This is an optimization exercise on Yosys and OpenROAD, whose aim is small area and few clock cycles, not a production implementation. The RTL was checked by simulation tests, not by an equivalence proof against the original design.

<file path="flow/config.mk">
export PLATFORM = sky130hd
export DESIGN_NAME = uBlock_enc_top
export DESIGN_NICKNAME = uBlock_enc_top
export VERILOG_FILES = /design/flow/design.v
export SDC_FILE = /design/flow/constraint.sdc
export NUM_CORES = 4
export LEC_CHECK = 0
export CAP_MARGIN = 20
export CORE_MARGIN = 2
export CORE_UTILIZATION = 60
export GPL_TIMING_DRIVEN = 0
export SLEW_MARGIN = 20
</file>
<file path="flow/constraint.sdc">
create_clock -name core_clock -period 10.0 [get_ports {clk}]
set_input_delay 2.0000 -clock core_clock [delete_from_list [all_inputs] [get_ports {clk}]]
set_output_delay 2.0000 -clock core_clock [all_outputs]
set_load 0.01 [all_outputs]
</file>
<file path="flow/design.v">
`timescale 1ns / 1ps
module round_constant_gen(
	input 			clk,
    input 			advance,
	output reg [7:0] lfsr,
    output [31:0] 	round_constant
    );
	wire [7:0] 	round_constant_p3, round_constant_p2, round_constant_p1, round_constant_p0;
	wire [7:0] 	LFSR_d;
	assign LFSR_d = {lfsr[6:0], lfsr[7] ^ lfsr[6] ^ lfsr[2] ^ lfsr[1]};
	assign round_constant_p3 = {LFSR_d[7], ~LFSR_d[6], LFSR_d[5:0]};
	assign round_constant_p2 = {LFSR_d[7], ~LFSR_d[6], LFSR_d[5], ~LFSR_d[4], LFSR_d[3], ~LFSR_d[2], LFSR_d[1:0]};
	assign round_constant_p1 = {LFSR_d[7:5], ~LFSR_d[4], LFSR_d[3:1], ~LFSR_d[0]};
	assign round_constant_p0 = {LFSR_d[7:3], ~LFSR_d[2], LFSR_d[1], ~LFSR_d[0]};
	assign round_constant = {round_constant_p3, round_constant_p2, round_constant_p1, round_constant_p0};
	always @(posedge clk)
		lfsr <= advance ? LFSR_d : 8'b01101100;
endmodule
`timescale 1ns / 1ps
module shared_block_left_circular_shift_20bit(
	input [63:0] block_left_circular_shift_input0,
	input [63:0] block_left_circular_shift_input1,
    output [63:0] block_left_circular_shift_output0,
    output [63:0] block_left_circular_shift_output1
    );
	genvar i;
	generate
	for (i=0 ;i<2;i=i+1) begin: for_shift_block
		assign block_left_circular_shift_output0[(i+1)*32-1:i*32] = {block_left_circular_shift_input0[(i+1)*32-21:i*32], 
																	 block_left_circular_shift_input0[(i+1)*32-1:(i+1)*32-20]
																	};
		assign block_left_circular_shift_output1[(i+1)*32-1:i*32] = {block_left_circular_shift_input1[(i+1)*32-21:i*32], 
																	 block_left_circular_shift_input1[(i+1)*32-1:(i+1)*32-20]
																	};
	end
	endgenerate
endmodule
`timescale 1ns / 1ps
module shared_block_left_circular_shift_4bit(
	input 	[63:0] block_left_circular_shift_input0,
	input 	[63:0] block_left_circular_shift_input1,
    output 	[63:0] block_left_circular_shift_output0,
    output 	[63:0] block_left_circular_shift_output1
    );
	genvar i;
	generate
	for (i=0 ;i<2;i=i+1) begin: for_shift_block
		assign block_left_circular_shift_output0[(i+1)*32-1:i*32] = {block_left_circular_shift_input0[(i+1)*32-5:i*32], 
																	 block_left_circular_shift_input0[(i+1)*32-1:(i+1)*32-4]};
		assign block_left_circular_shift_output1[(i+1)*32-1:i*32] = {block_left_circular_shift_input1[(i+1)*32-5:i*32], 
																	 block_left_circular_shift_input1[(i+1)*32-1:(i+1)*32-4]};
	end
	endgenerate
endmodule
`timescale 1ns / 1ps
module shared_block_left_circular_shift_8bit(
	input [63:0] block_left_circular_shift_input0,
	input [63:0] block_left_circular_shift_input1,
    output [63:0] block_left_circular_shift_output0,
    output [63:0] block_left_circular_shift_output1
    );
	genvar i;
	generate
	for (i=0 ;i<2;i=i+1) begin: for_shift_block
		assign block_left_circular_shift_output0[(i+1)*32-1:i*32] = {block_left_circular_shift_input0[(i+1)*32-9:i*32], 
																	 block_left_circular_shift_input0[(i+1)*32-1:(i+1)*32-8]
																	};
		assign block_left_circular_shift_output1[(i+1)*32-1:i*32] = {block_left_circular_shift_input1[(i+1)*32-9:i*32], 
																	 block_left_circular_shift_input1[(i+1)*32-1:(i+1)*32-8]
																	};															
	end
	endgenerate
endmodule
`timescale 1ns / 1ps
module shared_permutation_key(
	input	[63:0]	permutation_input0,
	input	[63:0]	permutation_input1,
	output	[63:0]	permutation_output0,
	output	[63:0]	permutation_output1
    );
	assign permutation_output0[63:60] = permutation_input0[39:36];
	assign permutation_output0[59:56] = permutation_input0[63:60];
	assign permutation_output0[55:52] = permutation_input0[31:28];
	assign permutation_output0[51:48] = permutation_input0[11:08];
	assign permutation_output0[47:44] = permutation_input0[59:56];
	assign permutation_output0[43:40] = permutation_input0[03:00];
	assign permutation_output0[39:36] = permutation_input0[43:40];
	assign permutation_output0[35:32] = permutation_input0[23:20];
	assign permutation_output0[31:28] = permutation_input0[47:44];
	assign permutation_output0[27:24] = permutation_input0[27:24];
	assign permutation_output0[23:20] = permutation_input0[15:12];
	assign permutation_output0[19:16] = permutation_input0[55:52];
	assign permutation_output0[15:12] = permutation_input0[19:16];
	assign permutation_output0[11:08] = permutation_input0[51:48];
	assign permutation_output0[07:04] = permutation_input0[35:32];
	assign permutation_output0[03:00] = permutation_input0[07:04];
	assign permutation_output1[63:60] = permutation_input1[39:36];
	assign permutation_output1[59:56] = permutation_input1[63:60];
	assign permutation_output1[55:52] = permutation_input1[31:28];
	assign permutation_output1[51:48] = permutation_input1[11:08];
	assign permutation_output1[47:44] = permutation_input1[59:56];
	assign permutation_output1[43:40] = permutation_input1[03:00];
	assign permutation_output1[39:36] = permutation_input1[43:40];
	assign permutation_output1[35:32] = permutation_input1[23:20];
	assign permutation_output1[31:28] = permutation_input1[47:44];
	assign permutation_output1[27:24] = permutation_input1[27:24];
	assign permutation_output1[23:20] = permutation_input1[15:12];
	assign permutation_output1[19:16] = permutation_input1[55:52];
	assign permutation_output1[15:12] = permutation_input1[19:16];
	assign permutation_output1[11:08] = permutation_input1[51:48];
	assign permutation_output1[07:04] = permutation_input1[35:32];
	assign permutation_output1[03:00] = permutation_input1[07:04];
endmodule
`timescale 1ns / 1ps
module shared_permutation_left(
	input [63:0] permutation_input0,
	input [63:0] permutation_input1,
    output [63:0] permutation_output0,
    output [63:0] permutation_output1
    );
	assign permutation_output0 = {permutation_input0[55:48],
								  permutation_input0[39:32],
								  permutation_input0[31:24],
								  permutation_input0[15:08],
								  permutation_input0[63:56],
								  permutation_input0[47:40],
								  permutation_input0[07:00],
								  permutation_input0[23:16]
    };
	assign permutation_output1 = {permutation_input1[55:48],
                                  permutation_input1[39:32],
                                  permutation_input1[31:24],
                                  permutation_input1[15:08],
                                  permutation_input1[63:56],
                                  permutation_input1[47:40],
                                  permutation_input1[07:00],
                                  permutation_input1[23:16]
    };
endmodule
`timescale 1ns / 1ps
module shared_permutation_right(
	input [63:0] permutation_input0,
	input [63:0] permutation_input1,
    output [63:0] permutation_output0,
    output [63:0] permutation_output1
    );
	assign permutation_output0 = {permutation_input0[47:40],
                                  permutation_input0[07:00],
                                  permutation_input0[23:16],
                                  permutation_input0[63:56],
                                  permutation_input0[55:48],
                                  permutation_input0[15:08],
                                  permutation_input0[31:24],
                                  permutation_input0[39:32]
    };
	assign permutation_output1 = {permutation_input1[47:40],
                                  permutation_input1[07:00],
                                  permutation_input1[23:16],
                                  permutation_input1[63:56],
                                  permutation_input1[55:48],
                                  permutation_input1[15:08],
                                  permutation_input1[31:24],
                                  permutation_input1[39:32]
    };
endmodule
`timescale 1ns / 1ps
module shared_transformation_array(
	input	[31:00]	transformation_array_input0,
	input	[31:00]	transformation_array_input1,
	output	[31:00]	transformation_array_output0,
	output	[31:00]	transformation_array_output1
    );
	shared_transformation shared_transformation_Inst0(
	.transformation_input0		(transformation_array_input0[31:28]),
	.transformation_input1		(transformation_array_input1[31:28]),
	.transformation_output0		(transformation_array_output0[31:28]),
	.transformation_output1		(transformation_array_output1[31:28])
	);
	shared_transformation shared_transformation_Inst1(
	.transformation_input0		(transformation_array_input0[27:24]),
	.transformation_input1		(transformation_array_input1[27:24]),
	.transformation_output0		(transformation_array_output0[27:24]),
	.transformation_output1		(transformation_array_output1[27:24])
	);
	shared_transformation shared_transformation_Inst2(
	.transformation_input0		(transformation_array_input0[23:20]),
	.transformation_input1		(transformation_array_input1[23:20]),
	.transformation_output0		(transformation_array_output0[23:20]),
	.transformation_output1		(transformation_array_output1[23:20])
	);
	shared_transformation shared_transformation_Inst3(
	.transformation_input0		(transformation_array_input0[19:16]),
	.transformation_input1		(transformation_array_input1[19:16]),
	.transformation_output0		(transformation_array_output0[19:16]),
	.transformation_output1		(transformation_array_output1[19:16])
	);
	shared_transformation shared_transformation_Inst4(
	.transformation_input0		(transformation_array_input0[15:12]),
	.transformation_input1		(transformation_array_input1[15:12]),
	.transformation_output0		(transformation_array_output0[15:12]),
	.transformation_output1		(transformation_array_output1[15:12])
	);
	shared_transformation shared_transformation_Inst5(
	.transformation_input0		(transformation_array_input0[11:08]),
	.transformation_input1		(transformation_array_input1[11:08]),
	.transformation_output0		(transformation_array_output0[11:08]),
	.transformation_output1		(transformation_array_output1[11:08])
	);
	shared_transformation shared_transformation_Inst6(
	.transformation_input0		(transformation_array_input0[07:04]),
	.transformation_input1		(transformation_array_input1[07:04]),
	.transformation_output0		(transformation_array_output0[07:04]),
	.transformation_output1		(transformation_array_output1[07:04])
	);
	shared_transformation shared_transformation_Inst7(
	.transformation_input0		(transformation_array_input0[03:00]),
	.transformation_input1		(transformation_array_input1[03:00]),
	.transformation_output0		(transformation_array_output0[03:00]),
	.transformation_output1		(transformation_array_output1[03:00])
	);
endmodule
module shared_transformation(
	input	[03:00]	transformation_input0,
	input	[03:00]	transformation_input1,
	output reg	[03:00]	transformation_output0,
	output reg	[03:00]	transformation_output1
	);
	always @(transformation_input0) 
	begin
		if(transformation_input0[3] == 1'b1)
			transformation_output0 = {transformation_input0[2:0], 1'b0} ^ 4'b0011;
		else 
			transformation_output0 = {transformation_input0[2:0], 1'b0};
	end
	always @(transformation_input1) 
	begin
		if(transformation_input1[3] == 1'b1)
			transformation_output1 = {transformation_input1[2:0], 1'b0} ^ 4'b0011;
		else
			transformation_output1 = {transformation_input1[2:0], 1'b0};
	end
endmodule
`timescale 1ns / 1ps
module shared_sbox(
	input				clk,
	input	[03:00]		d0c0b0a0,
	input	[03:00]		d1c1b1a1,
	input	[09:00]		guards,
	output	[03:00]		h0g0f0e0,
	output	[03:00]		h1g1f1e1
    );
	wire 				d0, d1;
	wire 				c0, c1;
	wire 				b0, b1;
	wire 				a0, a1;
	wire				e0, e1, e2, e3;
	wire				f0, f1, f2, f3;
	wire				f4, f5, f6, f7;
	wire				g0, g1, g2, g3;
	wire				g4, g5, g6, g7;
	wire				h0, h1, h2, h3;
	reg					e0_r, e1_r, e2_r, e3_r;
	reg					f0_r, f1_r, f2_r, f3_r;
	reg					f4_r, f5_r, f6_r, f7_r;
	reg					g0_r, g1_r, g2_r, g3_r;
	reg					g4_r, g5_r, g6_r, g7_r;
	reg					h0_r, h1_r, h2_r, h3_r;
	wire				e0e1, e2e3;
	wire				f0f1f2f3, f4f5f6f7;
	wire				g0g1g2g3, g4g5g6g7;
	wire				h0h1, h2h3;
	wire 				rj;
	wire 				ri;
	wire 				rh;
	wire 				rg;
	wire 				rf;
	wire 				re;
	wire 				rd;
	wire 				rc;
	wire 				rb;
	wire 				ra;
	assign rj = guards[9];
	assign ri = guards[8];
	assign rh = guards[7];
	assign rg = guards[6];
	assign rf = guards[5];
	assign re = guards[4];
	assign rd = guards[3];
	assign rc = guards[2];
	assign rb = guards[1];
	assign ra = guards[0];
	assign d0 = d0c0b0a0[3];
	assign c0 = d0c0b0a0[2];
	assign b0 = d0c0b0a0[1];
	assign a0 = d0c0b0a0[0];
	assign d1 = d1c1b1a1[3];
	assign c1 = d1c1b1a1[2];
	assign b1 = d1c1b1a1[1];
	assign a1 = d1c1b1a1[0];
	assign e0 = (c0 & d0) ^ 1'b1 ^ rj;
	assign e1 = (c1 & d1) ^ a0   ^ rj;
	assign e2 = (c0 & d1)        ^ rj;
	assign e3 = (c1 & d0) ^ a1   ^ rj;
	assign f0 = (a0 & b0 & c0) ^ (a0 & b0) ^ (a0 & d0)                         ^ a0 ^ 1'b1    ^ rh ^ rg;
	assign f1 = (a0 & b0 & c1)                         ^ (b0 & c1)             ^ a0 ^ c1      ^ rg ^ rf;
	assign f2 = (a0 & b1 & c0)             ^ (a0 & c0)                         ^ a0 ^ d1      ^ rf ^ re;
	assign f3 = (a0 & b1 & c1) ^ (a0 & b1) ^ (a0 & c1) ^ (b1 & c1) ^ (a0 & d1) ^ b1 ^ c1 ^ d1 ^ re ^ rh;
	assign f4 = (a1 & b0 & c0) ^ (a1 & d0) ^ (c0 & d0) 						   ^ a1 ^ c0 ^ d0 ^ rh ^ rg;
	assign f5 = (a1 & b0 & c1) ^ (a1 & b0) ^ (b0 & c1) ^ (c1 & d0) 			   ^ b0 ^ d0      ^ rg ^ rf;
	assign f6 = (a1 & b1 & c0) ^ (a1 & b1) ^ (a1 & c0) ^ (a1 & d1) ^ (c0 & d1) ^ c0           ^ rf ^ re;
	assign f7 = (a1 & b1 & c1) ^ (a1 & c1) ^ (b1 & c1) ^ (c1 & d1)                            ^ re ^ rh;
	assign g0 = (b0 & c0 & d1) ^ (c0 & d1) 											^ 1'b1    ^ rd ^ rc;
	assign g1 = (b1 & c0 & d0) ^ a0 ^ b1 ^ d0 												  ^ rc ^ rb;
	assign g2 = (b0 & c1 & d0) ^ (b0 & c1) 													  ^ rb ^ ra;
	assign g3 = (b1 & c1 & d1) ^ (b1 & c1) ^ (c1 & d1) ^ a1 ^ c1 ^ d1 						  ^ ra ^ rd;
	assign g4 = (b0 & c0 & d0) ^ (a0 & b0) ^ a0 ^ b0 										  ^ rd ^ rc;
	assign g5 = (b1 & c0 & d1) ^ (a0 & b1) ^ (c0 & d1) ^ b1 ^ c0 ^ d1 						  ^ rc ^ rb;
	assign g6 = (b0 & c1 & d1) ^ (a1 & b0) ^ (b0 & c1) ^ (c1 & d1) 							  ^ rb ^ ra;
	assign g7 = (b1 & c1 & d0) ^ (a1 & b1) ^ (b1 & c1) ^ a1 ^ b1 ^ d0 						  ^ ra ^ rd;
	assign h0 = (b0 & c0)           ^ ri;
	assign h1 = (b0 & c1) ^ b0 ^ d1 ^ ri;
	assign h2 = (b1 & c0) ^ c0 ^ d0 ^ ri;
	assign h3 = (b1 & c1) ^ b1 ^ c1 ^ ri;
	always @(posedge clk) e0_r <= e0;
	always @(posedge clk) e1_r <= e1;
	always @(posedge clk) e2_r <= e2;
	always @(posedge clk) e3_r <= e3;
	always @(posedge clk) f0_r <= f0;
	always @(posedge clk) f1_r <= f1;
	always @(posedge clk) f2_r <= f2;
	always @(posedge clk) f3_r <= f3;
	always @(posedge clk) f4_r <= f4;
	always @(posedge clk) f5_r <= f5;
	always @(posedge clk) f6_r <= f6;
	always @(posedge clk) f7_r <= f7;
	always @(posedge clk) g0_r <= g0;
	always @(posedge clk) g1_r <= g1;
	always @(posedge clk) g2_r <= g2;
	always @(posedge clk) g3_r <= g3;
	always @(posedge clk) g4_r <= g4;
	always @(posedge clk) g5_r <= g5;
	always @(posedge clk) g6_r <= g6;
	always @(posedge clk) g7_r <= g7;
	always @(posedge clk) h0_r <= h0;
	always @(posedge clk) h1_r <= h1;
	always @(posedge clk) h2_r <= h2;
	always @(posedge clk) h3_r <= h3;
	assign e0e1 = e0_r ^ e1_r;
	assign e2e3 = e2_r ^ e3_r;
	assign f0f1f2f3 = f0_r ^ f1_r ^ f2_r ^ f3_r;
	assign f4f5f6f7 = f4_r ^ f5_r ^ f6_r ^ f7_r;
	assign g0g1g2g3 = g0_r ^ g1_r ^ g2_r ^ g3_r;
	assign g4g5g6g7 = g4_r ^ g5_r ^ g6_r ^ g7_r;
	assign h0h1 = h0_r ^ h1_r;
	assign h2h3 = h2_r ^ h3_r;
	assign h0g0f0e0 = {h0h1, g0g1g2g3, f0f1f2f3, e0e1};
	assign h1g1f1e1 = {h2h3, g4g5g6g7, f4f5f6f7, e2e3};
endmodule
`timescale 1ns / 1ps
module shared_s_box_array(
	input			clk,
	input	[63:0]	sbox_array_input0,
	input	[63:0]	sbox_array_input1,
	output	[63:0]	sbox_array_output0,
	output	[63:0]	sbox_array_output1
    );
	shared_sbox shared_sbox_Inst0(
	.clk			(clk),
	.d0c0b0a0		(sbox_array_input0[63:60]),
	.d1c1b1a1		(sbox_array_input1[63:60]),
	.guards			(sbox_array_input0[59:50]),
	.h0g0f0e0		(sbox_array_output0[63:60]),
	.h1g1f1e1		(sbox_array_output1[63:60])
    );
	shared_sbox shared_sbox_Inst1(
	.clk			(clk),
	.d0c0b0a0		(sbox_array_input0[59:56]),
	.d1c1b1a1		(sbox_array_input1[59:56]),
	.guards			(sbox_array_input0[55:46]),
	.h0g0f0e0		(sbox_array_output0[59:56]),
	.h1g1f1e1		(sbox_array_output1[59:56])
    );
	shared_sbox shared_sbox_Inst2(
	.clk			(clk),
	.d0c0b0a0		(sbox_array_input0[55:52]),
	.d1c1b1a1		(sbox_array_input1[55:52]),
	.guards			(sbox_array_input0[51:42]),
	.h0g0f0e0		(sbox_array_output0[55:52]),
	.h1g1f1e1		(sbox_array_output1[55:52])
    );
	shared_sbox shared_sbox_Inst3(
	.clk			(clk),
	.d0c0b0a0		(sbox_array_input0[51:48]),
	.d1c1b1a1		(sbox_array_input1[51:48]),
	.guards			(sbox_array_input0[47:38]),
	.h0g0f0e0		(sbox_array_output0[51:48]),
	.h1g1f1e1		(sbox_array_output1[51:48])
    );
	shared_sbox shared_sbox_Inst4(
	.clk			(clk),
	.d0c0b0a0		(sbox_array_input0[47:44]),
	.d1c1b1a1		(sbox_array_input1[47:44]),
	.guards			(sbox_array_input0[43:34]),
	.h0g0f0e0		(sbox_array_output0[47:44]),
	.h1g1f1e1		(sbox_array_output1[47:44])
    );
	shared_sbox shared_sbox_Inst5(
	.clk			(clk),
	.d0c0b0a0		(sbox_array_input0[43:40]),
	.d1c1b1a1		(sbox_array_input1[43:40]),
	.guards			(sbox_array_input0[39:30]),
	.h0g0f0e0		(sbox_array_output0[43:40]),
	.h1g1f1e1		(sbox_array_output1[43:40])
    );
	shared_sbox shared_sbox_Inst6(
	.clk			(clk),
	.d0c0b0a0		(sbox_array_input0[39:36]),
	.d1c1b1a1		(sbox_array_input1[39:36]),
	.guards			(sbox_array_input0[35:26]),
	.h0g0f0e0		(sbox_array_output0[39:36]),
	.h1g1f1e1		(sbox_array_output1[39:36])
    );
	shared_sbox shared_sbox_Inst7(
	.clk			(clk),
	.d0c0b0a0		(sbox_array_input0[35:32]),
	.d1c1b1a1		(sbox_array_input1[35:32]),
	.guards			(sbox_array_input0[31:22]),
	.h0g0f0e0		(sbox_array_output0[35:32]),
	.h1g1f1e1		(sbox_array_output1[35:32])
    );
	shared_sbox shared_sbox_Inst8(
	.clk			(clk),
	.d0c0b0a0		(sbox_array_input0[31:28]),
	.d1c1b1a1		(sbox_array_input1[31:28]),
	.guards			(sbox_array_input0[27:18]),
	.h0g0f0e0		(sbox_array_output0[31:28]),
	.h1g1f1e1		(sbox_array_output1[31:28])
    );
	shared_sbox shared_sbox_Inst9(
	.clk			(clk),
	.d0c0b0a0		(sbox_array_input0[27:24]),
	.d1c1b1a1		(sbox_array_input1[27:24]),
	.guards			(sbox_array_input0[23:14]),
	.h0g0f0e0		(sbox_array_output0[27:24]),
	.h1g1f1e1		(sbox_array_output1[27:24])
    );
	shared_sbox shared_sbox_Insta(
	.clk			(clk),
	.d0c0b0a0		(sbox_array_input0[23:20]),
	.d1c1b1a1		(sbox_array_input1[23:20]),
	.guards			(sbox_array_input0[19:10]),
	.h0g0f0e0		(sbox_array_output0[23:20]),
	.h1g1f1e1		(sbox_array_output1[23:20])
    );
	shared_sbox shared_sbox_Instb(
	.clk			(clk),
	.d0c0b0a0		(sbox_array_input0[19:16]),
	.d1c1b1a1		(sbox_array_input1[19:16]),
	.guards			(sbox_array_input0[15: 6]),
	.h0g0f0e0		(sbox_array_output0[19:16]),
	.h1g1f1e1		(sbox_array_output1[19:16])
    );
	shared_sbox shared_sbox_Instc(
	.clk			(clk),
	.d0c0b0a0		(sbox_array_input0[15:12]),
	.d1c1b1a1		(sbox_array_input1[15:12]),
	.guards			(sbox_array_input0[11: 2]),
	.h0g0f0e0		(sbox_array_output0[15:12]),
	.h1g1f1e1		(sbox_array_output1[15:12])
    );
	shared_sbox shared_sbox_Instd(
	.clk			(clk),
	.d0c0b0a0		(sbox_array_input0[11:08]),
	.d1c1b1a1		(sbox_array_input1[11:08]),
	.guards			({sbox_array_input0[07:00], sbox_array_input0[63:62]}),
	.h0g0f0e0		(sbox_array_output0[11:08]),
	.h1g1f1e1		(sbox_array_output1[11:08])
    );
	shared_sbox shared_sbox_Inste(
	.clk			(clk),
	.d0c0b0a0		(sbox_array_input0[07:04]),
	.d1c1b1a1		(sbox_array_input1[07:04]),
	.guards			({sbox_array_input0[03:00], sbox_array_input0[63:58]}),
	.h0g0f0e0		(sbox_array_output0[07:04]),
	.h1g1f1e1		(sbox_array_output1[07:04])
    );
	shared_sbox shared_sbox_Instf(
	.clk			(clk),
	.d0c0b0a0		(sbox_array_input0[03:00]),
	.d1c1b1a1		(sbox_array_input1[03:00]),
	.guards			(sbox_array_input0[63:54]),
	.h0g0f0e0		(sbox_array_output0[03:00]),
	.h1g1f1e1		(sbox_array_output1[03:00])
    );
endmodule
`timescale 1ns / 1ps
module shared_sbox_array_for_key(
	input				clk,
	input	[31:0]	sbox_array_input0,
	input	[31:0]	sbox_array_input1,
	output	[31:0]	sbox_array_output0,
	output	[31:0]	sbox_array_output1
    );
	shared_sbox shared_sbox_Inst0(
	.clk			(clk),
	.d0c0b0a0		(sbox_array_input0[31:28]),
	.d1c1b1a1		(sbox_array_input1[31:28]),
	.guards			(sbox_array_input0[27:18]),
	.h0g0f0e0		(sbox_array_output0[31:28]),
	.h1g1f1e1		(sbox_array_output1[31:28])
    );
	shared_sbox shared_sbox_Inst1(
	.clk			(clk),
	.d0c0b0a0		(sbox_array_input0[27:24]),
	.d1c1b1a1		(sbox_array_input1[27:24]),
	.guards			(sbox_array_input0[23:14]),
	.h0g0f0e0		(sbox_array_output0[27:24]),
	.h1g1f1e1		(sbox_array_output1[27:24])
    );
	shared_sbox shared_sbox_Inst2(
	.clk			(clk),
	.d0c0b0a0		(sbox_array_input0[23:20]),
	.d1c1b1a1		(sbox_array_input1[23:20]),
	.guards			(sbox_array_input0[19:10]),
	.h0g0f0e0		(sbox_array_output0[23:20]),
	.h1g1f1e1		(sbox_array_output1[23:20])
    );
	shared_sbox shared_sbox_Inst3(
	.clk			(clk),
	.d0c0b0a0		(sbox_array_input0[19:16]),
	.d1c1b1a1		(sbox_array_input1[19:16]),
	.guards			(sbox_array_input0[15:06]),
	.h0g0f0e0		(sbox_array_output0[19:16]),
	.h1g1f1e1		(sbox_array_output1[19:16])
    );
	shared_sbox shared_sbox_Inst4(
	.clk			(clk),
	.d0c0b0a0		(sbox_array_input0[15:12]),
	.d1c1b1a1		(sbox_array_input1[15:12]),
	.guards			(sbox_array_input0[11:02]),
	.h0g0f0e0		(sbox_array_output0[15:12]),
	.h1g1f1e1		(sbox_array_output1[15:12])
    );
	shared_sbox shared_sbox_Inst5(
	.clk			(clk),
	.d0c0b0a0		(sbox_array_input0[11:08]),
	.d1c1b1a1		(sbox_array_input1[11:08]),
	.guards			({sbox_array_input0[07:00], sbox_array_input0[31:30]}),
	.h0g0f0e0		(sbox_array_output0[11:08]),
	.h1g1f1e1		(sbox_array_output1[11:08])
    );
	shared_sbox shared_sbox_Inst6(
	.clk			(clk),
	.d0c0b0a0		(sbox_array_input0[07:04]),
	.d1c1b1a1		(sbox_array_input1[07:04]),
	.guards			({sbox_array_input0[03:00], sbox_array_input0[31:26]}),
	.h0g0f0e0		(sbox_array_output0[07:04]),
	.h1g1f1e1		(sbox_array_output1[07:04])
    );
	shared_sbox shared_sbox_Inst7(
	.clk			(clk),
	.d0c0b0a0		(sbox_array_input0[03:00]),
	.d1c1b1a1		(sbox_array_input1[03:00]),
	.guards			(sbox_array_input0[31:22]),
	.h0g0f0e0		(sbox_array_output0[03:00]),
	.h1g1f1e1		(sbox_array_output1[03:00])
    );
endmodule
`timescale 1ns / 1ps
module shared_enc_round_func(
	input				clk,
	input		[127:0]	sbox_input0,
	input		[127:0]	sbox_input1,
	output		[127:0]	round_output0,
	output		[127:0]	round_output1
    );
	wire	[63:0]	text_msb_10, text_msb_11;
	wire	[63:0]	text_lsb_10, text_lsb_11;
	wire	[63:0]	text_msb_20, text_msb_21;
	wire	[63:0]	text_lsb_20, text_lsb_21;
	wire	[63:0]	text_msb_30, text_msb_31;
	wire	[63:0]	text_lsb_30, text_lsb_31;
	wire	[63:0]	text_msb_40, text_msb_41;
	wire	[63:0]	text_lsb_40, text_lsb_41;
	wire	[63:0]	text_msb_50, text_msb_51;
	wire	[63:0]	text_lsb_50, text_lsb_51;
	wire	[63:0]	text_msb_60, text_msb_61;
	wire	[63:0]	text_lsb_60, text_lsb_61;
	assign text_lsb_20 = text_msb_10 ^ text_lsb_10;
	assign text_lsb_21 = text_msb_11 ^ text_lsb_11;
	assign text_msb_20 = text_msb_10 ^ text_lsb_30;
	assign text_msb_21 = text_msb_11 ^ text_lsb_31;
	assign text_lsb_40 = text_msb_30 ^ text_lsb_20;
	assign text_lsb_41 = text_msb_31 ^ text_lsb_21;
	assign text_msb_40 = text_msb_20 ^ text_lsb_50;
	assign text_msb_41 = text_msb_21 ^ text_lsb_51;
	assign text_lsb_60 = text_msb_50 ^ text_lsb_40;
	assign text_lsb_61 = text_msb_51 ^ text_lsb_41;
	assign text_msb_60 = text_msb_40 ^ text_lsb_60;
	assign text_msb_61 = text_msb_41 ^ text_lsb_61;
	shared_s_box_array shared_s_box_array_msb(
	.clk				(clk),
	.sbox_array_input0	(sbox_input0[127:64]),
	.sbox_array_input1	(sbox_input1[127:64]),
	.sbox_array_output0	(text_msb_10),
	.sbox_array_output1	(text_msb_11)
    );
	shared_s_box_array shared_s_box_array_lsb(
	.clk				(clk),
	.sbox_array_input0	(sbox_input0[63:0]),
	.sbox_array_input1	(sbox_input1[63:0]),
	.sbox_array_output0	(text_lsb_10),
	.sbox_array_output1	(text_lsb_11)
    );
	shared_block_left_circular_shift_4bit shared_block_left_circular_shift_4bit_Inst(
	.block_left_circular_shift_input0		(text_lsb_20),
	.block_left_circular_shift_input1		(text_lsb_21),
    .block_left_circular_shift_output0		(text_lsb_30),
    .block_left_circular_shift_output1		(text_lsb_31)
    );
	shared_block_left_circular_shift_8bit shared_block_left_circular_shift_8bit_Inst0(
	.block_left_circular_shift_input0		(text_msb_20),
	.block_left_circular_shift_input1		(text_msb_21),
    .block_left_circular_shift_output0		(text_msb_30),
    .block_left_circular_shift_output1		(text_msb_31)
    );
	shared_block_left_circular_shift_8bit shared_block_left_circular_shift_8bit_Inst1(
	.block_left_circular_shift_input0		(text_lsb_40),
	.block_left_circular_shift_input1		(text_lsb_41),
    .block_left_circular_shift_output0		(text_lsb_50),
    .block_left_circular_shift_output1		(text_lsb_51)
    );
	shared_block_left_circular_shift_20bit shared_block_left_circular_shift_20bit_Inst(
	.block_left_circular_shift_input0		(text_msb_40),
	.block_left_circular_shift_input1		(text_msb_41),
    .block_left_circular_shift_output0		(text_msb_50),
    .block_left_circular_shift_output1		(text_msb_51)
    );
	shared_permutation_left shared_permutation_left_Inst(
	.permutation_input0						(text_msb_60),
	.permutation_input1						(text_msb_61),
    .permutation_output0					(round_output0[127:64]),
    .permutation_output1					(round_output1[127:64])
    );
	shared_permutation_right shared_permutation_right_Inst(
	.permutation_input0						(text_lsb_60),
	.permutation_input1						(text_lsb_61),
    .permutation_output0					(round_output0[63:0]),
    .permutation_output1					(round_output1[63:0])
    );
endmodule
`timescale 1ns / 1ps
module shared_enc_core(
	input				clk,
	input				busy,
	input		[127:0]	plain0,
	input		[127:0]	plain1,
	input		[127:0]	round_key0,
	input		[127:0]	round_key1,
	output  	[127:0]	cipher0,
	output 	 	[127:0]	cipher1
    );
	wire		[127:0]	state0;
	wire		[127:0]	state1;
	wire		[127:0]	sin0;
	wire		[127:0]	sin1;
	assign sin0 = (busy ? state0 : plain0) ^ round_key0;
	assign sin1 = (busy ? state1 : plain1) ^ round_key1;
	assign cipher0 = sin0;
	assign cipher1 = sin1;
	shared_enc_round_func shared_enc_round_func_Inst(
	.clk				(clk),
	.sbox_input0		(sin0),
	.sbox_input1		(sin1),
	.round_output0		(state0),
	.round_output1		(state1)
    );
endmodule
`timescale 1ns / 1ps
module shared_key_expansion_round_func(
	input			clk,
	input	[31:0]	round_constant,
	input	[127:0]	cur_key0,
	input	[127:0]	cur_key1,
	input	[127:0]	pre_key0,
	input	[127:0]	pre_key1,
	output	[127:0]	next_key0,
	output	[127:0]	next_key1
    );
	wire	[31:0]	cur_p3_0, cur_p3_1;
	wire	[31:0]	cur_p2_0, cur_p2_1;
	wire	[31:0]	pre_p3_0, pre_p3_1;
	wire	[31:0]	pre_p2_0, pre_p2_1;
	wire	[31:0]	pre_t2_0, pre_t2_1;
	wire	[31:0]	s_0, s_1;
	assign next_key0 = {s_0 ^ pre_key0[63:32], pre_t2_0 ^ pre_key0[31:0], pre_p2_0, pre_p3_0};
	assign next_key1 = {s_1 ^ pre_key1[63:32], pre_t2_1 ^ pre_key1[31:0], pre_p2_1, pre_p3_1};
	shared_permutation_key shared_permutation_key_Inst0(
	.permutation_input0				(cur_key0[127:64]),
	.permutation_input1				(cur_key1[127:64]),
	.permutation_output0			({cur_p3_0, cur_p2_0}),
	.permutation_output1			({cur_p3_1, cur_p2_1})
    );
	shared_permutation_key shared_permutation_key_Inst1(
	.permutation_input0				(pre_key0[127:64]),
	.permutation_input1				(pre_key1[127:64]),
	.permutation_output0			({pre_p3_0, pre_p2_0}),
	.permutation_output1			({pre_p3_1, pre_p2_1})
    );
	shared_sbox_array_for_key shared_sbox_array_for_key_Inst(
	.clk							(clk),
	.sbox_array_input0				(cur_p3_0 ^ round_constant),
	.sbox_array_input1				(cur_p3_1),
	.sbox_array_output0				(s_0),
	.sbox_array_output1				(s_1)
    );
	shared_transformation_array shared_transformation_array_Inst(
	.transformation_array_input0	(pre_p2_0),
	.transformation_array_input1	(pre_p2_1),
	.transformation_array_output0	(pre_t2_0),
	.transformation_array_output1	(pre_t2_1)
    );
endmodule
`timescale 1ns / 1ps
module shared_key_expansion(
	input					clk,
	input					start,
	input					busy,
	input					done,
	input		[127:0]		mkey0,
	input		[127:0]		mkey1,
	output		[7:0]		lfsr,
	output 		[127:0]		round_key0,
	output 		[127:0]		round_key1
    );
	wire		[127:0]		next_key0;
	wire		[127:0]		next_key1;
	wire		[31:0]		round_constant;
	reg 		[127:0]		keyr0;
	reg 		[127:0]		keyr1;
	assign round_key0 = busy ? next_key0 : mkey0;
	assign round_key1 = busy ? next_key1 : mkey1;
	always @(posedge clk)
	begin
		keyr0 <= round_key0;
		keyr1 <= round_key1;
	end
	round_constant_gen round_constant_gen_Inst(
	.clk							(clk),
	.advance						((start | busy) & ~done),
	.lfsr							(lfsr),
	.round_constant					(round_constant)
    );
	shared_key_expansion_round_func shared_key_expansion_round_func_Inst(
	.clk						(clk),
	.round_constant				(round_constant),
	.cur_key0					(round_key0),
	.cur_key1					(round_key1),
	.pre_key0					(keyr0),
	.pre_key1					(keyr1),
	.next_key0					(next_key0),
	.next_key1					(next_key1)
    );
endmodule
`timescale 1ns / 1ps
module uBlock_enc_top(
	input			clk,
	input			rstn,
	input	[127:0]	plain0,
	input	[127:0]	plain1,
	input	[127:0]	key0,
	input	[127:0]	key1,
	input			start,
	output	[127:0]	cipher0,
	output	[127:0]	cipher1,
	output			done,
	output	reg		occupied
    );
	wire	[127:0]	rk0;
	wire	[127:0]	rk1;
	wire	[7:0]	lfsr;
	assign done = occupied & (lfsr == 8'he1);
	shared_key_expansion shared_key_expansion_Inst(
	.clk				(clk),
	.start				(start),
	.busy				(occupied),
	.done				(done),
	.mkey0				(key0),
	.mkey1				(key1),
	.lfsr				(lfsr),
	.round_key0			(rk0),
	.round_key1			(rk1)
    );
	shared_enc_core shared_enc_core_Inst(
	.clk				(clk),
	.busy				(occupied),
	.plain0				(plain0),
	.plain1				(plain1),
	.round_key0			(rk0),
	.round_key1			(rk1),
	.cipher0			(cipher0),
	.cipher1			(cipher1)
    );
	always @(posedge clk or negedge rstn)
	begin
		if(~rstn)
			occupied <= 1'b0;
		else if(start & ~occupied)
			occupied <= 1'b1;
		else if(done)
			occupied <= 1'b0;
	end
endmodule
</file>
<file path="flow/run.sh">
#!/bin/bash
# synth_recipe.tcl (not shown) runs the flow's synth.tcl, then flattens the netlist and writes it again
# the make line also repeats each setting of config.mk as NAME=value (left out here)
make -C /OpenROAD-flow-scripts/flow DESIGN_CONFIG=/design/flow/config.mk WORK_HOME=/design/flow/orfs CLKGATE_MAP_FILE= SYNTH_SCRIPT=/design/flow/synth_recipe.tcl finish
</file>
==> impl_results.md, run 1 <==
- Status: timing/DRC/antenna clean
- Final core occ: 72.3%
- Gr usage total: 58.2%
- Slowest-stage cell, CP: xor2_1
- Most common cell after layout, fill and taps aside: xnor2_1
- Crit path required time: 8000 ps
- Bufs on Longest Clock Path: 3
- Number of buffers created by CTS: 135
- Die X: 368 µm
- Setup TNS: 0 ps
- Final ANT Viol Nets: 0
- Slew @ Worst Pin: 1360 ps
- Die area: 135,000 µm²
- Final worst setup slack: 517 ps
- Synth Area per Inst: 9.74 µm²
- Worst Setup Start Kind: flip-flop
- Post-synth ARST share: 0.0816%
- Io pins: 773
- Wire per inst: 37.1 µm
- Vias in the first global route: 63,900
- Fillers: 9,519
- Fin crit period: 9480 ps
- Worst Setup EP: cipher1[104]
- R2r setup slk: 3360 ps
- Area taken by multi-input logic gates: 50,600 µm²
- Grt total ovfl: 0
- Max Cap Viol: 0
- Antenna violations before repair: 28
- Worst min path class: flip-flop to flip-flop
- Starting density of the core: 60.5%
- Htree depth: 4
- CP max FO: 10
- Fin. Hold Viols: 0
- FP Rows: 133
- Hold WS: 493 ps
- First-pass GRT wire length: 533,000 µm
- Pre-CTS setup slack: 2010 ps
- Most common cell type on the critical path: buf_2
- Unique masters post-synth: 72
- Number of synthesized register bits: 1,225
- Fmax: 105 MHz
- Sink Count: 1,225
- Synth Net Count: 8,679
- Slew margin rel.: 8.41%
- Vias per cell: 6.27
- Slew Viols, Final: 0
- Die Y-Extent: 368 µm
- Cells on Worst Hold Path: 2
- Worst R2R Path Depth: 12
- Clock root buffer: clkbuf_16
- Post_cts resized: 0
- Post-Layout Cell Count: 11,000
- Final setup vio count: 0
- R2R Path Start: occupied
- CP Capture Type: primary output
- Crit path DAT: 7480 ps
- Warnings from Yosys: 5
- Layout cells sized above 1: 11.5%
- Area leader, netlist: dfxtp_1
- Nets: 9,612
- Crit path kind: flip-flop to primary output
- Core area: 131,000 µm²
- Input/output buffers: 772
- Largest net degree at the start of global routing: 17
- Post-synth EDFFs: 0
- Drt initial violations: 12,900
- Tcrit/Tclk final: 94.8%
- Post-CTS setup buffer count: 0
- Post-CTS Hold Buffers: 0
- Reg clk slew, reported paths: 60 ps
- Dpl cell area: 90,200 µm²
- Ys flop type: dfxtp_1
- Post-Place Cells: 10,700
- Hpwl dp: 328,000 µm
- Cell count after synthesis: 8,163
- Post-synthesis sequential area ratio: 30.9%
- Commonest non-fill, non-tap cells in the layout: xnor2_1, dfxtp_1, clkdlybuf4s50_1
- Layout area overhead: 19.6%
- Post-synth top area share: 30.8%
- CTS tree: built
- Routed vias: 68,700
- Top cells by area, synth: dfxtp_1, xnor2_1, xor2_1
- CP Cell Sequence: buf_2 > buf_2 > buf_2 > clkbuf_1 > clkbuf_1 > a21oi_1 > xor2_1 > buf_2 > buf_4 > clkdlybuf4s50_1
- Routed WL: 407,000 µm
- Critical Path Start: occupied
- Fin Clk Skew: 36.8 ps
- Design Area, Final: 95,100 µm²
- Worst path max stage delay: 1160 ps
- 1st-pass router iterations: 12
- Final Wtd Congestion: 1.17
- Unrepaired setup endpoints after global routing: no
- Post-Syn Area: 79,500 µm²
- Worst-skew pair later-pin latency: 830 ps
- DR DRC count: 0
- Sequential Area: 24,500 µm²
cell type report:
| class | instances | area share, % |
|---|---|---|
| Multi-Input combinational cell | 5912 | 53.3 |
| Sequential cell | 1225 | 25.8 |
| Timing Repair Buffer | 796 | 8.50 |
| Clock buffer | 187 | 3.99 |
| Buffer | 559 | 3.42 |
| Tap cell | 1755 | 2.31 |
| Inverter | 467 | 1.85 |
| Clock inverter | 58 | 0.841 |
| Antenna cell | 12 | 0.0316 |
kinds of logic after synthesis:
logic type               synth area share, %
XOR/XNOR                                45.9
AND/OR/NAND/NOR                         7.10
flip-flops                              30.9
buffers and inverters                   6.23
AO/OA/AOI/OAI                           5.31
multiplexers                            4.63
adder cells (fa/ha/maj)               0.0157
cells in the mapped netlist, drive strengths merged (5+ instances only):
master,count
xor2,596
xnor2,2609
xnor3,231
nand2b,27
a31oi,38
a21oi,374
nand3b,9
nand3,125
nor2,543
and3,29
o22ai,14
clkbuf,168
o211ai,18
or3,20
o21a,9
o21ai,220
and2,8
a211oi,8
nor2b,27
xor3,59
nor3b,13
nand4,7
a32oi,22
a21boi,5
mux2,22
nand2,342
mux2i,340
nor3,123
a22oi,8
clkinv,17
buf,391
inv,450
o31ai,10
dfxtp,1224
o32ai,6
or2,10
a21o,9
how the worst min path moves through the flow:
stage	slack, ps	start	to
after floorplan	440	shared_key_expansion_Inst.keyr0[84]	shared_key_expansion_Inst.keyr0[0]
after CTS	490	shared_key_expansion_Inst.keyr0[84]	shared_key_expansion_Inst.keyr0[0]
after global routing	520	shared_key_expansion_Inst.keyr0[84]	shared_key_expansion_Inst.keyr0[0]
after global placement	450	shared_key_expansion_Inst.keyr1[87]	shared_key_expansion_Inst.keyr1[3]
final	490	shared_key_expansion_Inst.keyr0[84]	shared_key_expansion_Inst.keyr0[0]
after detailed placement	460	shared_key_expansion_Inst.keyr1[87]	shared_key_expansion_Inst.keyr1[3]
critical path: cells and delay by family, from the launching register on:
| kind | cells | cell delay [ps] |
|---|---|---|
| AOI/OAI and AO/OA | 1 | 490 |
| xor gates and xnor gates | 1 | 1160 |
| DFF | 1 | 360 |
| buffers and inverters | 8 | 4570 |
layer usage:
| metal | GRT usage, % | wire length [µm] | up-vias |
|---|---|---|---|
| met5 | 0.178 | 96 | - |
| met4 | 53.3 | 49000 | 14 |
| met3 | 28.5 | 68700 | 1827 |
| met2 | 79.8 | 157000 | 6694 |
| met1 | 65.9 | 132000 | 32600 |
| li1 | - | - | 27600 |
Testbench counts, summed over its fixed seeds: cycles 6,528.
==> inputs of run 2 (changes only) <==
--- a/flow/config.mk
+++ b/flow/config.mk
@@ -7,6 +7,5 @@
 export LEC_CHECK = 0
 export CAP_MARGIN = 20
 export CORE_MARGIN = 2
-export CORE_UTILIZATION = 60
-export GPL_TIMING_DRIVEN = 0
+export CORE_UTILIZATION = 40
 export SLEW_MARGIN = 20
==> run 2 against run 1 <==
Net effect:
- critical endpoint is now cipher1[127]
- cell count grew 5.3%
- via count fell by 13%
- critical path depth fell by 4
- global-route usage is 22 points lower
==> impl_results.md, run 2 <==
- Die area: 202,000 µm² (was 135,000 µm²)
- Post-synthesis sequential area ratio: 30.9% (unchanged)
- Adder-Cell Fraction of Synth Area: 0.0157% (unchanged)
- Worst min path class: flip-flop to flip-flop (unchanged)
- Critical path's top delay family: buffers and inverters (unchanged)
- Reg clk slew, reported paths: 60 ps (about the same)
- Starting density of the core: 40.3% (was 60.5%)
- Vias per cell: 5.20 (was 6.27)
- Setup TNS: 0 ps (unchanged)
- Sink Count: 1,225 (unchanged)
- Crit path kind: primary input to primary output (was flip-flop to primary output)
- Post-CTS setup buffer count: 0 (unchanged)
- Status: timing/DRC/antenna clean (unchanged)
- Multiplexer share of the synthesized area: 4.63% (unchanged)
- Cell count after synthesis: 8,163 (unchanged)
- Hpwl dp: 318,000 µm (was 328,000 µm)
- Area taken by multi-input logic gates: 50,500 µm² (was 50,600 µm²)
- Bufs on Longest Clock Path: 3 (unchanged)
- Antenna violations before repair: 17 (was 28)
- Fin. Hold Viols: 0 (unchanged)
- Crit path buffers/inverters: 4 (was 8)
- Fmax: 129 MHz (was 105 MHz)
- Die X: 450 µm (was 368 µm)
- Final ANT Viol Nets: 0 (unchanged)
- Largest family of logic cells by synthesized area: XOR/XNOR gates (unchanged)
- Slew Viols, Final: 0 (unchanged)
- Post-synth EDFFs: 0 (unchanged)
- Post-Synth XOR/XNOR Area: 45.9% (unchanged)
- Routed WL: 378,000 µm (was 407,000 µm)
- Crit path DAT: 5740 ps (was 7480 ps)
- Warnings from Yosys: 5 (unchanged)
- 1st-pass router iterations: 5 (was 12)
- Input/output buffers: 772 (unchanged)
- Crit path required time: 8000 ps (about the same)
- Worst path max stage delay: 840 ps (was 1160 ps)
- Slew margin rel.: 9.24% (was 8.41%)
- Number of buffers created by CTS: 148 (was 135)
- Number of synthesized register bits: 1,225 (unchanged)
- Worst-skew pair later-pin latency: 840 ps (was 830 ps)
- Top cells by area, synth: dfxtp_1, xnor2_1, xor2_1 (unchanged)
- Fin crit period: 7740 ps (was 9480 ps)
- Die Y-Extent: 450 µm (was 368 µm)
- CP Capture Type: primary output (unchanged)
- Top cells by count, synth: xnor2_1, dfxtp_1, xor2_1 (unchanged)
- Core area: 197,000 µm² (was 131,000 µm²)
- Final setup vio count: 0 (unchanged)
- Post-CTS Hold Buffers: 0 (unchanged)
- First-pass GRT wire length: 497,000 µm (was 533,000 µm)
- Grt total ovfl: 0 (unchanged)
- Vias in the first global route: 57,600 (was 63,900)
- CTS tree: built (unchanged)
- Post-synth top area share: 30.8% (unchanged)
- Fillers: 18,700 (was 9,519)
- Sequential Area: 24,500 µm² (about the same)
- DR DRC count: 0 (unchanged)
- FP Rows: 163 (was 133)
- Wire per inst: 32.7 µm (was 37.1 µm)
- Commonest non-fill, non-tap cells in the layout: xnor2_1, dfxtp_1, clkdlybuf4s50_1 (unchanged)
- Post-Syn Area: 79,500 µm² (unchanged)
- Synth Area per Inst: 9.74 µm² (unchanged)
- Most frequent cell after synthesis: xnor2_1 (unchanged)
- Most common cell after layout, fill and taps aside: xnor2_1 (unchanged)
- Gr usage total: 36.1% (was 58.2%)
- Worst Setup Start Kind: primary input (was flip-flop)
- Post-Synth Simple-Gate Area: 7.10% (unchanged)
- CP Cell Sequence: clkdlybuf4s50_1 > mux2i_1 > clkinv_1 > xnor2_2 > clkinv_1 > clkdlybuf4s50_1 (was buf_2 > buf_2 > buf_2 > clkbuf_1 > clkbuf_1 > a21oi_1 > xor2_1 > buf_2 > buf_4 > clkdlybuf4s50_1)
- Post_cts resized: 0 (unchanged)
- Routed vias: 60,100 (was 68,700)
- Htree depth: 4 (unchanged)
- Post-synth ARST share: 0.0816% (unchanged)
- Io pins: 773 (unchanged)
- Slowest-stage cell, CP: mux2i_1 (was xor2_1)
- CP max FO: 11 (was 10)
- Tcrit/Tclk final: 77.4% (was 94.8%)
- Compound-Gate Fraction of Synth Area: 5.31% (unchanged)
- Final Wtd Congestion: 1.05 (was 1.17)
- Largest net degree at the start of global routing: 112 (was 17)
- Fin Clk Skew: 35.8 ps (was 36.8 ps)
- Ys flop type: dfxtp_1 (unchanged)
- Area leader, netlist: dfxtp_1 (unchanged)
- Synth Net Count: 8,679 (unchanged)
- Clock root buffer: clkbuf_16 (unchanged)
- Slew @ Worst Pin: 1320 ps (was 1360 ps)
- Layout cells sized above 1: 10.1% (was 11.5%)
- Layout area overhead: 19.4% (was 19.6%)
- Nets: 9,303 (was 9,612)
- Unique masters post-synth: 72 (unchanged)
- Unrepaired setup endpoints after global routing: no (unchanged)
- Max Cap Viol: 0 (unchanged)
- Drt initial violations: 6,291 (was 12,900)
==> run 2: final timing paths <==
kind                                                startpoint  depth (start not counted)                                 end  slack [ps]
max                                                  key1[127]                          6                        cipher1[127]        2260
min                        shared_key_expansion_Inst.keyr1[87]                          2  shared_key_expansion_Inst.keyr1[3]         490
max reg2reg                                          flip-flop                         12                           flip-flop        4890
min reg2reg                shared_key_expansion_Inst.keyr1[87]                          2  shared_key_expansion_Inst.keyr1[3]         490
max in group asynchronous                                 rstn                          1                            occupied        8580
min in group asynchronous                                 rstn                          1                            occupied        1310
==> run 2: worst register-to-register path, delay by kind of cell, from the launching register on <==
| kind | cells | cell delay, ps |
|---|---|---|
| buffers and inverters | 1 | 340 |
| AOI/OAI and AO/OA | 1 | 210 |
| DFF | 1 | 310 |
| xor gates and xnor gates | 10 | 4160 |
==> run 2: final cells by class <==
| class | count | area share, % |
|---|---|---|
| sequential | 1225 | 25.8 |
| inverter | 467 | 1.86 |
| timing repair buffer | 1033 | 10.3 |
| tap | 2640 | 3.48 |
| antenna | 8 | 0.0211 |
| multi-input combinational | 5912 | 53.2 |
| clock inverter | 55 | 0.803 |
| clock buffer | 214 | 4.58 |
==> run 2: metal layers <==
| layer | routed length [µm] | up-vias | global-route usage [%] | share of wire, % |
|---|---|---|---|---|
| li1 | - | 27000 | - | - |
| met1 | 144000 | 29600 | 43.1 | 38 |
| met2 | 170000 | 2776 | 57.2 | 45 |
| met3 | 25500 | 699 | 5.79 | 6.8 |
| met4 | 37500 | 6 | 30.2 | 9.9 |
| met5 | 45 | - | 0 | 0.012 |
==> run 2: kinds of logic (layout without fill, tap and decap cells) <==
family                   after synthesis  in the layout
buffers and inverters               1026           1769
multiplexers                         362            362
AO/OA/AOI/OAI                        757            757
flip-flops                          1225           1225
adder cells (fa/ha/maj)                1              1
XOR/XNOR                            3495           3495
AND/OR/NAND/NOR                     1297           1297
other                                  0              8
==> run 2: stage by stage <==
stage	setup WS [ps]	cell area (µm²)	util (%)	std cells	hold slack [ps]
3_5_place_dp	2370	89800	45.5	11300	469
3_3_place_gp	2520	89700	45.5	11300	468
6_report	2260	94900	48.1	11600	493
4_1_cts	2370	94900	48.1	11500	478
5_1_grt	2140	94900	48.1	11600	506
2_1_floorplan	4390	79500	-	8163	442
==> inputs of run 3 (changes only) <==
==> flow/flow/run.sh (new file) <==
#!/bin/bash
# Standard layout, except: area-oriented ABC mapping in synthesis, buf_1
# port buffers, and a clock tree of small clock buffers without dummy loads.
set -euo pipefail
W=$PWD
export FLOW_WORK=$W
export FLOW_ABC_SCRIPT=$W/flow/area.script
bash standard.sh \
  SYNTH_SCRIPT=$W/flow/synth.tcl \
  "BUFFER_PORTS_ARGS=-buffer_cell sky130_fd_sc_hd__buf_1" \
  "CTS_ARGS=-sink_clustering_enable -repair_clock_nets -dont_use_dummy_load -buf_list {sky130_fd_sc_hd__clkbuf_4 sky130_fd_sc_hd__clkbuf_8} -sink_clustering_size 20 -sink_clustering_max_diameter 60" \
  finish > $W/flow_make.log 2>&1
==> flow/flow/area.script (new file) <==
strash
&get -n
&st
&dch -f
&nf -a -R 1000
&put
==> flow/flow/synth.tcl (new file) <==
# The standard synthesis, with an area-oriented ABC script in place of
# the speed script; everything else (registers, names, flattening) is unchanged.
proc abc {args} {
  set i [lsearch -exact $args -script]
  if {$i >= 0} { lset args [expr {$i + 1}] $::env(FLOW_ABC_SCRIPT) }
  yosys abc {*}$args
}
source $::env(FLOW_WORK)/synth_recipe.tcl
==> flow/standard.sh (new file) <==
#!/bin/bash
# synth_recipe.tcl (not shown) runs the flow's synth.tcl, then flattens the netlist and writes it again
# the make line also repeats each setting of config.mk as NAME=value (left out here)
make -C /OpenROAD-flow-scripts/flow DESIGN_CONFIG=/design/flow/config.mk WORK_HOME=/design/flow/orfs CLKGATE_MAP_FILE= SYNTH_SCRIPT=/design/flow/synth_recipe.tcl "${@:-finish}"
--- a/flow/config.mk
+++ b/flow/config.mk
@@ -8,4 +8,5 @@
 export CAP_MARGIN = 20
 export CORE_MARGIN = 2
 export CORE_UTILIZATION = 40
+export GPL_TIMING_DRIVEN = 0
 export SLEW_MARGIN = 20
removed: flow/run.sh
==> run 3 against run 2 <==
Net effect:
- cell area is 12% lower
- core utilization is 0.40 points lower
- cell count is 2.1% lower
- routed wire length is 4.2% lower
- fmax is 7.6% lower
- critical path depth is 6 higher
- worst hold slack worse by 8.9 ps
- via count is 2.0% lower
- synthesized cell count is 4.5% lower
- register-to-register slack worse by 980 ps
- worst setup slack worse by 640 ps
- critical path type is now flip-flop to primary output
==> impl_results.md, run 3 <==
- Status: timing/DRC/antenna clean (unchanged)
- Fmax: 119 MHz (was 129 MHz)
- Io pins: 773 (unchanged)
- Layout cells sized above 1: 10.5% (was 10.1%)
- Final Wtd Congestion: 1.03 (was 1.05)
- Die X: 424 µm (was 450 µm)
- CP Capture Type: primary output (unchanged)
- Cell count after synthesis: 7,796 (was 8,163)
- Most common cell after layout, fill and taps aside: xnor2_1 (unchanged)
- Layout area overhead: 18.8% (was 19.4%)
- FP Rows: 154 (was 163)
- Bufs on Longest Clock Path: 3 (unchanged)
- Sink Count: 1,225 (unchanged)
- Multiplexer share of the synthesized area: 2.27% (was 4.63%)
- Fillers: 17,200 (was 18,700)
- Final worst setup slack: 1620 ps (was 2260 ps)
- Ys flop type: dfxtp_1 (unchanged)
- Compound-Gate Fraction of Synth Area: 7.50% (was 5.31%)
- Max Cap Viol: 0 (unchanged)
- DR DRC count: 0 (unchanged)
- Input/output buffers: 772 (unchanged)
- Hold path start: shared_key_expansion_Inst.keyr0[72] (was shared_key_expansion_Inst.keyr1[87])
- Crit path kind: flip-flop to primary output (was primary input to primary output)
- Slew @ Worst Pin: 1340 ps (was 1320 ps)
- Fin. Hold Viols: 0 (unchanged)
- Post-CTS setup buffer count: 0 (unchanged)
- Dpl cell area: 82,000 µm² (was 89,800 µm²)
- Post-synth ARST share: 0.0816% (unchanged)
- Largest family of logic cells by synthesized area: XOR/XNOR gates (unchanged)
- Number of synthesized register bits: 1,225 (unchanged)
- Worst min path class: flip-flop to flip-flop (unchanged)
- CP max FO: 9 (was 11)
- Slew Viols, Final: 0 (unchanged)
- 1st-pass router iterations: 9 (was 5)
- Wire per inst: 32.0 µm (was 32.7 µm)
- Synth Area per Inst: 9.05 µm² (was 9.74 µm²)
- GR peak layer: met2 (unchanged)
- Vias per cell: 5.20 (about the same)
- CP Cell Sequence: xor2_1 > xnor2_1 > xnor2_1 > xnor2_1 > xnor2_1 > xnor2_1 > nand2_1 > o21ai_0 > xnor2_1 > clkinv_1 > buf_4 > buf_1 (was clkdlybuf4s50_1 > mux2i_1 > clkinv_1 > xnor2_2 > clkinv_1 > clkdlybuf4s50_1)
- Post-Syn Area: 70,500 µm² (was 79,500 µm²)
- Crit path required time: 8000 ps (about the same)
- Pre-CTS setup slack: 2800 ps (was 2370 ps)
- Die area: 180,000 µm² (was 202,000 µm²)
- Routed WL: 362,000 µm (was 378,000 µm)
- Worst path max stage delay: 1090 ps (was 840 ps)
- CTS tree: built (unchanged)
- Final ANT Viol Nets: 0 (unchanged)
- Largest net degree at the start of global routing: 89 (was 112)
- Post-Synth Simple-Gate Area: 8.18% (was 7.10%)
- Crit path DAT: 6380 ps (was 5740 ps)
- Fin crit period: 8380 ps (was 7740 ps)
- Worst Setup Start Kind: flip-flop (was primary input)
- Htree depth: 3 (was 4)
- First-pass GRT wire length: 474,000 µm (was 497,000 µm)
- Core area: 176,000 µm² (was 197,000 µm²)
- Synth Net Count: 8,312 (was 8,679)
- Warnings from Yosys: 5 (unchanged)
- GR Util met2: 61.6% (was 57.2%)
- Commonest non-fill, non-tap cells in the layout: xnor2_1, dfxtp_1, xor2_1 (was xnor2_1, dfxtp_1, clkdlybuf4s50_1)
- Tcrit/Tclk final: 83.8% (was 77.4%)
- Met3 Usage GRT: 5.95% (was 5.79%)
- Antenna violations before repair: 25 (was 17)
- Top cells by area, synth: dfxtp_1, xnor2_1, xor2_1 (unchanged)
- Hpwl dp: 308,000 µm (was 318,000 µm)
- Fin Clk Skew: 148 ps (was 35.8 ps)
- Top cells by count, synth: xnor2_1, dfxtp_1, xor2_1 (unchanged)
- Most frequent cell after synthesis: xnor2_1 (unchanged)
- Starting density of the core: 40.1% (was 40.3%)
- Gr usage total: 38.9% (was 36.1%)
- Post-synth EDFFs: 0 (unchanged)
- Unique masters post-synth: 45 (was 72)
- Post-synth top area share: 34.7% (was 30.8%)
- Critical path's top delay family: XOR/XNOR gates (was buffers and inverters)
- Final setup vio count: 0 (unchanged)
- Worst-skew pair later-pin latency: 980 ps (was 840 ps)
- Area leader, netlist: dfxtp_1 (unchanged)
- Routed vias: 58,900 (was 60,100)
- Die Y-Extent: 424 µm (was 450 µm)
- Design Area, Final: 83,800 µm² (was 94,900 µm²)
- Post-CTS Hold Buffers: 0 (unchanged)
- Slew margin rel.: 10.1% (was 9.24%)
- Met1 Use GR: 45.1% (was 43.1%)
- Nets: 9,477 (was 9,303)
- Number of buffers created by CTS: 121 (was 148)
- Grt total ovfl: 0 (unchanged)
- Hold WS: 484 ps (was 493 ps)
- Unrepaired setup endpoints after global routing: no (unchanged)
- Vias in the first global route: 55,500 (was 57,600)
- Crit path buffers/inverters: 3 (was 4)
- Slowest-stage cell, CP: xnor2_1 (was mux2i_1)
- Post-Synth XOR/XNOR Area: 42.7% (was 45.9%)
- Clock root buffer: clkbuf_8 (was clkbuf_16)
- Reg clk slew, reported paths: 100 ps (was 60 ps)
- Drt initial violations: 6,148 (was 6,291)
- Post-synthesis sequential area ratio: 34.8% (was 30.9%)
- Adder-Cell Fraction of Synth Area: 0.0177% (was 0.0157%)
- Most common cell type on the critical path: xnor2_1
- Post_cts resized: 0 (unchanged)
==> run 3: cells by family after synthesis <==
kind of cell / after synthesis
AO/OA/AOI/OAI: 971
XOR/XNOR: 3436
flip-flops: 1225
buffers and inverters: 605
multiplexers: 160
AND/OR/NAND/NOR: 1398
adder cells (fa/ha/maj): 1
==> run 3: final timing paths <==
kind,cells after the start,end,slack (ps)
worst max-delay path,12,cipher0[37],1620
worst min-delay path,2,shared_key_expansion_Inst.keyr0[16],480
worst max register to register,12,flip-flop,3910
worst min register to register,2,shared_key_expansion_Inst.keyr0[16],480
max in group asynchronous,1,occupied,9130
min in group asynchronous,1,occupied,770
==> run 3: worst min-delay path: stages, from the launching register on <==
cell and delay (ps):
dfxtp_1 310, mux2i_1 60, clkinv_1 80
==> run 3: area by class of cell <==
| class | instances | area (µm²) | area share [%] |
|---|---|---|---|
| Multi-Input combinational cell | 5966 | 44900 | 53.6 |
| Sequential cell | 1225 | 24500 | 29.3 |
| Timing Repair Buffer | 1042 | 6490 | 7.74 |
| Tap cell | 2340 | 2930 | 3.49 |
| Buffer | 256 | 1920 | 2.29 |
| Clock buffer | 121 | 1670 | 1.99 |
| Inverter | 349 | 1310 | 1.56 |
| Antenna cell | 17 | 42.5 | 0.0508 |
==> run 3: stage by stage <==
stage / TNS, ps / util [%] / instances
after floorplan: 0 / - / 7796
after global placement: -4075370 / 43.5 / 10900
after detailed placement: 0 / 46.7 / 11200
after CTS: 0 / 47.6 / 11300
after global routing: 0 / 47.7 / 11300
final: 0 / 47.7 / 11300
==> run 3: layer usage <==
| layer | part of all wire (%) | vias up |
|---|---|---|
| met2 | 45 | 2686 |
| met5 | 0.0086 | - |
| met1 | 37 | 28600 |
| met3 | 6.5 | 779 |
| li1 | - | 26800 |
| met4 | 11 | 4 |
==> inputs of run 4 (changes only) <==
==> flow/flow/run.sh (replaced) <==
#!/bin/bash
# Standard layout, except: area-oriented ABC mapping in synthesis, buf_1
# port buffers, and a clock tree of small clock buffers without dummy loads.
set -euo pipefail
W=$PWD
export FLOW_WORK=$W
export FLOW_ABC_SCRIPT=$W/flow/area.script
bash standard.sh \
  SYNTH_SCRIPT=$W/flow/synth.tcl \
  "BUFFER_PORTS_ARGS=-buffer_cell sky130_fd_sc_hd__buf_1" \
  "CTS_ARGS=-sink_clustering_enable -repair_clock_nets -dont_use_dummy_load -buf_list {sky130_fd_sc_hd__clkbuf_4 sky130_fd_sc_hd__clkbuf_8} -sink_clustering_size 16 -sink_clustering_max_diameter 50" \
  finish > $W/flow_make.log 2>&1
--- a/flow/config.mk
+++ b/flow/config.mk
@@ -8,5 +8,4 @@
 export CAP_MARGIN = 20
 export CORE_MARGIN = 2
 export CORE_UTILIZATION = 40
-export GPL_TIMING_DRIVEN = 0
 export SLEW_MARGIN = 20
==> run 4 against run 3 <==
Net effect:
- clock-buffer cell count grew 37
- sequential cell count is the same
- synthesized area is the same
- global-route usage grew 1.4 points
- critical path depth grew 1
- routed wire length grew 3.6%
- register-to-register slack gained 530 ps
- largest cell class unchanged
- highest routed layer unchanged
==> impl_results.md, run 4 <==
- Fmax: 125 MHz (was 119 MHz)
- Starting density of the core: 40.1% (unchanged)
- Grt total ovfl: 0 (unchanged)
- Max Cap Viol: 0 (unchanged)
- Dpl cell area: 78,100 µm² (was 82,000 µm²)
- Setup TNS: 0 ps (unchanged)
- Post_cts resized: 0 (unchanged)
- Routed WL: 375,000 µm (was 362,000 µm)
- Die X: 424 µm (unchanged)
- Die area: 180,000 µm² (unchanged)
- Warnings from Yosys: 5 (unchanged)
- Crit path kind: flip-flop to primary output (unchanged)
- Most common cell type on the critical path: xnor2_1 (unchanged)
- Post-synth EDFFs: 0 (unchanged)
- Number of synthesized register bits: 1,225 (unchanged)
- Number of buffers created by CTS: 158 (was 121)
- Vias in the first global route: 56,000 (was 55,500)
- Most frequent cell after synthesis: xnor2_1 (unchanged)
- Core area: 176,000 µm² (unchanged)
- Worst-skew pair later-pin latency: 990 ps (was 980 ps)
- Antenna violations before repair: 25 (unchanged)
- Layout cells sized above 1: 7.39% (was 10.5%)
- Worst min path class: flip-flop to flip-flop (unchanged)
- FP Rows: 154 (unchanged)
- Bufs on Longest Clock Path: 3 (unchanged)
- Nets: 9,324 (was 9,477)
- Clock root buffer: clkbuf_8 (unchanged)
- Worst Setup Start Kind: flip-flop (unchanged)
- Fin Clk Skew: 144 ps (was 148 ps)
- Slew @ Worst Pin: 1340 ps (about the same)
- Final setup vio count: 0 (unchanged)
- Status: timing/DRC/antenna clean (unchanged)
- Post-synthesis sequential area ratio: 34.8% (unchanged)
- Htree depth: 4 (was 3)
- Final Wtd Congestion: 1.08 (was 1.03)
- Slew margin rel.: 9.48% (was 10.1%)
- Synth Area per Inst: 9.05 µm² (unchanged)
- Sink Count: 1,225 (unchanged)
- Most common cell after layout, fill and taps aside: xnor2_1 (unchanged)
- CTS tree: built (unchanged)
- Reg clk slew, reported paths: 110 ps (was 100 ps)
- Final ANT Viol Nets: 0 (unchanged)
- Hold path start: shared_key_expansion_Inst.keyr1[72] (was shared_key_expansion_Inst.keyr0[72])
- Hpwl dp: 312,000 µm (was 308,000 µm)
- 1st-pass router iterations: 6 (was 9)
- Unique masters post-synth: 45 (unchanged)
[run 4: cell counts after synthesis]
No cell type changed its count.
[run 4: worst max path at each step]
stage | startpoint | to | slack, ps | cells past startpoint
2_1_floorplan | occupied | cipher1[126] | 60 | 4
3_3_place_gp | flip-flop | cipher1[126] | 2930 | 13
3_5_place_dp | flip-flop | cipher1[126] | 3180 | 13
4_1_cts | flip-flop | cipher1[126] | 2110 | 13
5_1_grt | flip-flop | cipher1[126] | 2030 | 13
6_report | flip-flop | cipher1[126] | 2010 | 13
[run 4: through the flow]
stage | setup WS [ps] | utilization [%] | std cells
3_5_place_dp | 3180 | 44.4 | 11000
6_report | 2010 | 45.7 | 11200
5_1_grt | 2030 | 45.7 | 11200
3_3_place_gp | 2930 | 44.4 | 11000
4_1_cts | 2110 | 45.7 | 11100
2_1_floorplan | 57.1 | - | 7796
[run 4: cell type report]
class	count	area [µm²]
Clock buffer	158	2170
Inverter	349	1310
Sequential cell	1225	24500
Timing Repair Buffer	1108	5460
Antenna cell	25	62.6
Tap cell	2340	2930
Fill cell	17600	95300
Multi-Input combinational cell	5966	43900
[run 4: worst register-to-register path, cell delays in order, from the launching register on]
cell and delay (ps):
dfxtp_1 320, xor2_1 140, xnor2_1 630, xnor2_1 290, xnor2_1 450, xor2_1 340
xnor2_1 250, xor2_1 600, xnor2_1 210, nand2_1 120, o21ai_0 110, xnor2_1 760
clkinv_1 500, or3_1 470, nand3_1 100, xnor2_1 90
[run 4: logic make-up after synthesis]
logic type	count (synthesis)	share of synthesized area (%)
adder cells (fa/ha/maj)	1	0.0177
AO/OA/AOI/OAI	971	7.50
AND/OR/NAND/NOR	1398	8.18
multiplexers	160	2.27
flip-flops	1225	34.8
XOR/XNOR	3436	42.7
buffers and inverters	605	4.58
[run 4: per-layer routing]
layer | part of all wire (%) | GRT usage, %
met2 | 44 | 63.1
met3 | 6.6 | 6.63
met5 | 0.010 | 0
met4 | 12 | 39.9
met1 | 37 | 46.1

-- static timing again, ports no longer ideal --
The results above use ideal ports. As a check the final layouts listed here were re-extracted and re-timed, cells and wires unchanged. Step 1, drivers: a clkbuf_16 drives clk and a buf_2 each remaining input, both assumed. Step 2, shift: input delay + t, output delay - t, t = (earliest + latest rising clock arrival at the registers) / 2. This alone moves slack from input paths to output paths. Three values: ideal, step 1, step 2; two values: the first two.
run	t, ns	slack for setup (ns)	worst hold slack (ns)
run 1	0.914	0.517 / 0.416 / 1.330	0.493 / 0.493 / 0.493
run 2	0.903	2.262 / 2.227 / 2.227	0.493 / 0.493 / 0.493
run 3	1.000	1.622 / 1.530 / 2.530	0.484 / 0.484 / 0.484
run 4	1.018	2.013 / 1.918 / 2.936	0.450 / 0.450 / 0.450
After both steps every run listed still meets setup and hold. The setup slack of run 2, which loses most, moves by -0.035 ns with the drivers and by -0.035 ns with both steps.
